Context: an optimization exercise on an open-source flow, tuned for small area. The choices shown serve that exercise and are no tape-out recipe.
Function was checked by simulation only, so behaviour that the tests miss may differ from the original.
No activity file was given, so power comes from the tool's default toggle rates.

rev 12:
Design Greedy_snake, start of the top module:
module  Greedy_snake(
        input                   clk                     ,
        input                   rst_n                   ,
        input         [ 3: 0]   KEY                     ,
        output  wire            VGA_SYNC_N              ,
        output  wire            VGA_BLANK_N             ,
        output  wire            VGA_HS                  ,
        output  wire            VGA_VS                  ,
        output  wire  [ 7: 0]   VGA_R                   ,
        output  wire  [ 7: 0]   VGA_G                   ,
        output  wire  [ 7: 0]   VGA_B                   ,
        output  wire  [15: 0]   ROM_START_ADDR          ,
        input         [ 7: 0]   ROM_START_Q             ,
        output  wire  [15: 0]   ROM_END_ADDR            ,
        input         [ 7: 0]   ROM_END_Q
);
Size in the first run: ~1600 cells after synthesis, roughly 82 I/O pins, about 14000 um2 of cells after synthesis.
make LEC_CHECK=0 ABC_AREA=1 CAP_MARGIN=20 CORE_MARGIN=2 CORE_UTILIZATION=60 SLEW_MARGIN=20 finish   # period 8.0 ns
run.sh (not shown) runs the stock make flow with config.mk's settings and CLKGATE_MAP_FILE= SYNTH_SCRIPT=/design/flow/synth_recipe.tcl, a recipe that flattens the netlist after the stock synthesis.
Changes in rev 13 relative to rev 12:
Settings: CTS_CLUSTER_SIZE now 25, previously not set; CTS_CLUSTER_DIAMETER now 100, previously not set; CTS_BUF_LIST now sky130_fd_sc_hd__clkbuf_16, previously not set.
==> flow/flow/run.sh (new file) <==
#!/bin/bash
# Own layout flow: the standard flow, with two changes.
#  1. After the standard synthesis, the gates between the flip-flops are
#     mapped again by ABC with an area script (flow/resynth.tcl); the
#     flip-flops keep their instances, names and cell types.
#  2. Port buffers use the smallest buffer cell (buf_1).
# Each tool's output goes to a log file of its own in the work folder.
set -euo pipefail
W=$PWD
R=$W/orfs/results/$FLOW_PLATFORM/Greedy_snake/base
LIB=$FLOW_HOME/platforms/$FLOW_PLATFORM/lib/sky130_fd_sc_hd__tt_025C_1v80.lib
YOSYS=$(command -v yosys || echo "$FLOW_HOME/../tools/install/yosys/bin/yosys")

bash standard.sh synth > $W/log_1_standard_synth.log 2>&1
cp $R/1_2_yosys.v $W/standard_1_2_yosys.v

RS_LIB=$LIB RS_IN=$W/standard_1_2_yosys.v RS_OUT=$W/resynth.v \
RS_ABC=$W/flow/area.abc RS_TOP=$FLOW_TOP \
  "$YOSYS" -c $W/flow/resynth.tcl > $W/log_2_resynth.log 2>&1

cp $W/resynth.v $R/1_2_yosys.v
rm -f $R/1_synth.odb $R/1_synth.sdc
bash standard.sh "BUFFER_PORTS_ARGS=-buffer_cell sky130_fd_sc_hd__buf_1" finish \
  > $W/log_3_standard_finish.log 2>&1
==> flow/flow/area.abc (new file) <==
strash
&get -n
&fraig -x
&put
scorr
dc2
strash
&get -n
&dch -f
&nf -R 1000
&put
==> flow/flow/resynth.tcl (new file) <==
# Re-map the combinational logic of the standard synthesis netlist for area.
# Every flip-flop stays as it is: same instance, name and cell type; only the
# gates between them are mapped again, by ABC with an area-oriented script.
yosys -import
set lib    $::env(RS_LIB)
set in     $::env(RS_IN)
set out    $::env(RS_OUT)
set script $::env(RS_ABC)
read_liberty -ignore_miss_func $lib
# sequential and tie cells stay opaque instances
foreach m [list sky130_fd_sc_hd__df* sky130_fd_sc_hd__edf* sky130_fd_sc_hd__sdf* \
             sky130_fd_sc_hd__sedf* sky130_fd_sc_hd__dl* sky130_fd_sc_hd__sdl* \
             sky130_fd_sc_hd__conb_1] {
  catch { blackbox $m }
}
read_verilog -overwrite $in
hierarchy -top $::env(RS_TOP)
flatten
opt -purge
set dont {}
foreach p {sky130_fd_sc_hd__lpflow_* sky130_fd_sc_hd__probe* sky130_fd_sc_hd__bleeder*} {
  lappend dont -dont_use $p
}
abc -liberty $lib {*}$dont -script $script
opt_clean -purge
hilomap -singleton -hicell sky130_fd_sc_hd__conb_1 HI -locell sky130_fd_sc_hd__conb_1 LO
opt_clean -purge
tee -o $out.stat stat -liberty $lib
write_verilog -noattr -noexpr -nohex -nodec $out
==> flow/standard.sh (new file) <==
#!/bin/bash
# synth_recipe.tcl (not shown) runs the flow's synth.tcl, then flattens the netlist and writes it again
# the make line also repeats each setting of config.mk as NAME=value (left out here)
make -C /OpenROAD-flow-scripts/flow DESIGN_CONFIG=/design/flow/config.mk WORK_HOME=/design/flow/orfs CLKGATE_MAP_FILE= SYNTH_SCRIPT=/design/flow/synth_recipe.tcl "${@:-finish}"
removed: flow/run.sh
[summary]
- Summary: with rev 12 as the reference, area taken by multi-input logic gates in rev 13 moved down by more than 10%.
- Summary — critical path depth, rev 13 relative to rev 12: lower, by 12.
- Looking at detailed-route vias per instance, rev 13 sits about 6% higher than rev 12 does.
- Rev 13 gives less number of rows in the core area than rev 12 did.
- Compared with rev 12, rev 13 shows a final HPWL from detailed placement that is about 16% lower.
- Sort rev 13 and rev 12 by first-iteration DRC count desc -> top: rev 12
- The standard cells in rev 13 occupy less silicon area than those in rev 12 do.
- Rev 13 — multi-input combinational area share 0.77 points higher, rev 12 as reference
- In the reports for rev 13 and rev 12, the larger number of buffers created by CTS belongs to rev 12.
- Clock skew, rev 13 and rev 12, higher one = rev 13.
- Rev 13 — sequential share of layout area 8.7 points higher, rev 12 as reference

Setup of the reference run:
Greedy_snake, a different RTL version from the one above (not shown whole).
Size: about 1100 cells after synthesis, about 82 I/O pins.
// Greedy_snake
module  Greedy_snake(
        input                   clk                     ,
        input                   rst_n                   ,
        input         [ 3: 0]   KEY                     ,
        output  wire            VGA_SYNC_N              ,
        output  wire            VGA_BLANK_N             ,
        output  wire            VGA_HS                  ,
        output  wire            VGA_VS                  ,
        output  wire  [ 7: 0]   VGA_R                   ,
        output  wire  [ 7: 0]   VGA_G                   ,
        output  wire  [ 7: 0]   VGA_B                   ,
        output  wire  [15: 0]   ROM_START_ADDR          ,
        input         [ 7: 0]   ROM_START_Q             ,
        output  wire  [15: 0]   ROM_END_ADDR            ,
        input         [ 7: 0]   ROM_END_Q
);
clock: 8.0 ns
lec_check: 0
abc_area: 1
cap_margin: 20
core_margin: 2
core_utilization: 60
cts_buf_list: sky130_fd_sc_hd__clkbuf_16
cts_cluster_diameter: 100
cts_cluster_size: 25
slew_margin: 20
standard.sh (not shown) runs the stock make flow with config.mk's settings and CLKGATE_MAP_FILE= SYNTH_SCRIPT=/design/flow/synth_recipe.tcl, a recipe that flattens the netlist after the stock synthesis.
==> flow/flow/run.sh <==
#!/bin/bash
# Own layout flow: the standard flow, with two changes.
#  1. After the standard synthesis, the gates between the flip-flops are
#     mapped again by ABC with an area script (flow/resynth.tcl); the
#     flip-flops keep their instances, names and cell types.
#  2. Port buffers use the smallest buffer cell (buf_1).
# Each tool's output goes to a log file of its own in the work folder.
set -euo pipefail
W=$PWD
R=$W/orfs/results/$FLOW_PLATFORM/Greedy_snake/base
LIB=$FLOW_HOME/platforms/$FLOW_PLATFORM/lib/sky130_fd_sc_hd__tt_025C_1v80.lib
YOSYS=$(command -v yosys || echo "$FLOW_HOME/../tools/install/yosys/bin/yosys")

bash standard.sh synth > $W/log_1_standard_synth.log 2>&1
cp $R/1_2_yosys.v $W/standard_1_2_yosys.v

RS_LIB=$LIB RS_IN=$W/standard_1_2_yosys.v RS_OUT=$W/resynth.v \
RS_ABC=$W/flow/area.abc RS_TOP=$FLOW_TOP \
  "$YOSYS" -c $W/flow/resynth.tcl > $W/log_2_resynth.log 2>&1

cp $W/resynth.v $R/1_2_yosys.v
rm -f $R/1_synth.odb $R/1_synth.sdc
bash standard.sh "BUFFER_PORTS_ARGS=-buffer_cell sky130_fd_sc_hd__buf_1" finish \
  > $W/log_3_standard_finish.log 2>&1
==> flow/flow/area.abc <==
strash
&get -n
&fraig -x
&put
scorr
dc2
strash
&get -n
&dch -f
&nf -R 1000
&put
==> flow/flow/resynth.tcl <==
# Re-map the combinational logic of the standard synthesis netlist for area.
# Every flip-flop stays as it is: same instance, name and cell type; only the
# gates between them are mapped again, by ABC with an area-oriented script.
yosys -import
set lib    $::env(RS_LIB)
set in     $::env(RS_IN)
set out    $::env(RS_OUT)
set script $::env(RS_ABC)
read_liberty -ignore_miss_func $lib
# sequential and tie cells stay opaque instances
foreach m [list sky130_fd_sc_hd__df* sky130_fd_sc_hd__edf* sky130_fd_sc_hd__sdf* \
             sky130_fd_sc_hd__sedf* sky130_fd_sc_hd__dl* sky130_fd_sc_hd__sdl* \
             sky130_fd_sc_hd__conb_1] {
  catch { blackbox $m }
}
read_verilog -overwrite $in
hierarchy -top $::env(RS_TOP)
flatten
opt -purge
set dont {}
foreach p {sky130_fd_sc_hd__lpflow_* sky130_fd_sc_hd__probe* sky130_fd_sc_hd__bleeder*} {
  lappend dont -dont_use $p
}
abc -liberty $lib {*}$dont -script $script
opt_clean -purge
hilomap -singleton -hicell sky130_fd_sc_hd__conb_1 HI -locell sky130_fd_sc_hd__conb_1 LO
opt_clean -purge
tee -o $out.stat stat -liberty $lib
write_verilog -noattr -noexpr -nohex -nodec $out
The following lists how the trial run was set up differently from the reference run:
==> flow/flow/area.abc <==
strash
&get -n
&fraig -x
&put
scorr
dc2
strash
dch -f
amap
### Flow results
- Looking at the reports, the trial run completed the entire flow and the layout it produced met the timing, DRC and antenna checks.
- Diff the reference run -> the trial run: number of multi-input logic gates now sits higher; fmax now sits lower.
- Between the reference run and the trial run, the clock share of power is lower for the reference run.
- Compared with the reference run, the trial run shows sum of routed wire segments on met1 that has gone down slightly.
- Per the comparison of the trial run with the reference run, number of buffer and inverter stages on the critical path grew by 4; minimum period implied by the final worst setup slack now sits higher; worst setup margin went down.
- Cell with the biggest individual delay on the critical path = sky130_fd_sc_hd__dfstp_2: the reference run; cell with the biggest individual delay on the critical path = sky130_fd_sc_hd__o22ai_1: the trial run

Setup of run 3:
Greedy_snake, a different RTL version from the one above (not shown whole).
Size in the first run: about 1300 cells after synthesis, roughly 82 I/O pins, roughly 12000 µm² of cells after synthesis.
Design Greedy_snake, start of the top module:
module  Greedy_snake(
        input                   clk                     ,
        input                   rst_n                   ,
        input         [ 3: 0]   KEY                     ,
        output  wire            VGA_SYNC_N              ,
        output  wire            VGA_BLANK_N             ,
        output  wire            VGA_HS                  ,
        output  wire            VGA_VS                  ,
        output  wire  [ 7: 0]   VGA_R                   ,
        output  wire  [ 7: 0]   VGA_G                   ,
        output  wire  [ 7: 0]   VGA_B                   ,
        output  wire  [15: 0]   ROM_START_ADDR          ,
        input         [ 7: 0]   ROM_START_Q             ,
        output  wire  [15: 0]   ROM_END_ADDR            ,
        input         [ 7: 0]   ROM_END_Q
);
localparam  G_START =   2'd0;
localparam  G_PLAY  =   2'd1;
localparam  G_END   =   2'd2;
wire    key_left, key_right, key_up, key_down;
debounce u_k3(.clk(clk), .rst_n(rst_n), .key_in(KEY[3]), .key_out(key_left ));
debounce u_k2(.clk(clk), .rst_n(rst_n), .key_in(KEY[2]), .key_out(key_right));
debounce u_k1(.clk(clk), .rst_n(rst_n), .key_in(KEY[1]), .key_out(key_up   ));
debounce u_k0(.clk(clk), .rst_n(rst_n), .key_in(KEY[0]), .key_out(key_down ));
reg     [ 9: 0]     px;
reg     [ 9: 0]     py;
wire                px_eol  =   (px == 10'd880);
always  @(posedge clk or negedge rst_n)begin
    if(!rst_n)
        px  <=  10'd881;
    else if(px == 10'd639)
        px  <=  10'd864;
    else
        px  <=  px + 1'b1;
end
always  @(posedge clk or negedge rst_n)begin
    if(!rst_n)
        py  <=  10'd490;
    else if(px_eol)begin
        if(py == 10'd524)
            py  <=  10'd0;
        else
            py  <=  py + 1'b1;
    end
end
wire    x_vis   =   ~(px[9] & px[8]);
wire    y_vis   =   (py < 10'd480);
wire    valid   =   x_vis & y_vis;
wire    [5:0]   bx  =   px[9:4];
wire    [5:0]   by  =   py[9:4];
wire    wall    =   (bx == 6'd0) || (bx == 6'd39) || (by == 6'd0) || (by == 6'd29);
wire    corner  =   (px[3:1] == 3'd0) && ((py[3:0] == 4'd0) || (py[3:0] == 4'd15));
wire    hs_d    =   ~((px >= 10'd881) && (px <= 10'd976));
  ...
==> flow/config.mk <==
export PLATFORM = sky130hd
export DESIGN_NAME = Greedy_snake
export DESIGN_NICKNAME = Greedy_snake
export VERILOG_FILES = /design/flow/design.v
export SDC_FILE = /design/flow/constraint.sdc
export NUM_CORES = 4
export LEC_CHECK = 0
export ABC_AREA = 1
export CAP_MARGIN = 20
export CORE_MARGIN = 2
export CORE_UTILIZATION = 60
export CTS_BUF_LIST = sky130_fd_sc_hd__clkbuf_16
export CTS_CLUSTER_DIAMETER = 100
export CTS_CLUSTER_SIZE = 25
export SLEW_MARGIN = 20
==> flow/constraint.sdc <==
create_clock -name core_clock -period 8.0 [get_ports {clk}]
set_input_delay 1.6000 -clock core_clock [delete_from_list [all_inputs] [get_ports {clk}]]
set_output_delay 1.6000 -clock core_clock [all_outputs]
set_load 0.01 [all_outputs]
==> flow/flow/area.abc <==
strash
&get -n
&fraig -x
&put
scorr
dc2
strash
dch -f
amap
Scripts as last shown in full above: flow/flow/run.sh, flow/flow/resynth.tcl
Relative to run 3, the following input files were edited for run 4:
==> flow/flow/area.abc <==
strash
&get -n
&fraig -x
&put
scorr
dc2
strash
&get -n
&dch -f
&nf -R 1000
&put
Findings:
Vias: run 4 fewer than run 3
Between run 4 and run 3, it is run 4 whose sequential share of cell area is lower, by 0.19 points.
Looking at clock share of power, run 4 sits 0.2 points above run 3.
Of run 3 and run 4, run 3 shows the higher non-clock buffer count, with run 4 below it.
Part of the cycle the worst path needs (lower): run 4

[port drivers added, routing unchanged]
How much do the figures lean on ideal ports? The routed layouts below were timed once more, with nothing changed but the port constraints.
Step 1 (the two cells are an assumption about what drives the block):
set clk [get_ports {clk}]
set_driving_cell -lib_cell sky130_fd_sc_hd__clkbuf_16 $clk
set_driving_cell -lib_cell sky130_fd_sc_hd__buf_2 [delete_from_list [all_inputs] $clk]
Step 2 moves the port delays by t, midway between the first and last clock arrival at a register: inputs arrive t later, outputs are due t later. That takes back most of the time a late clock gives input paths.
Slacks: no drivers / after step 1 / after step 2; pairs: no drivers / after step 1.
run	t (ns)	setup WS [ns]	worst setup path after step 2	latest minus earliest clock arrival (ns)	pins driven straight from the clock port
rev 12	0.607	3.341 / 3.341 / 3.341	register to register	0.014 / 0.015	1
rev 13	0.535	2.569 / 2.569 / 2.569	register to register	0.027 / 0.026	1
the reference run	0.527	2.822 / 2.822 / 2.822	register to register	0.022 / 0.022	1
the trial run	0.524	2.397 / 2.397 / 2.397	register to register	0.042 / 0.041	1
run 3	0.540	2.448 / 2.448 / 2.448	register to register	0.039 / 0.039	1
run 4	0.526	2.719 / 2.719 / 2.719	register to register	0.027 / 0.027	1
After both steps setup and hold are still met in every run listed.
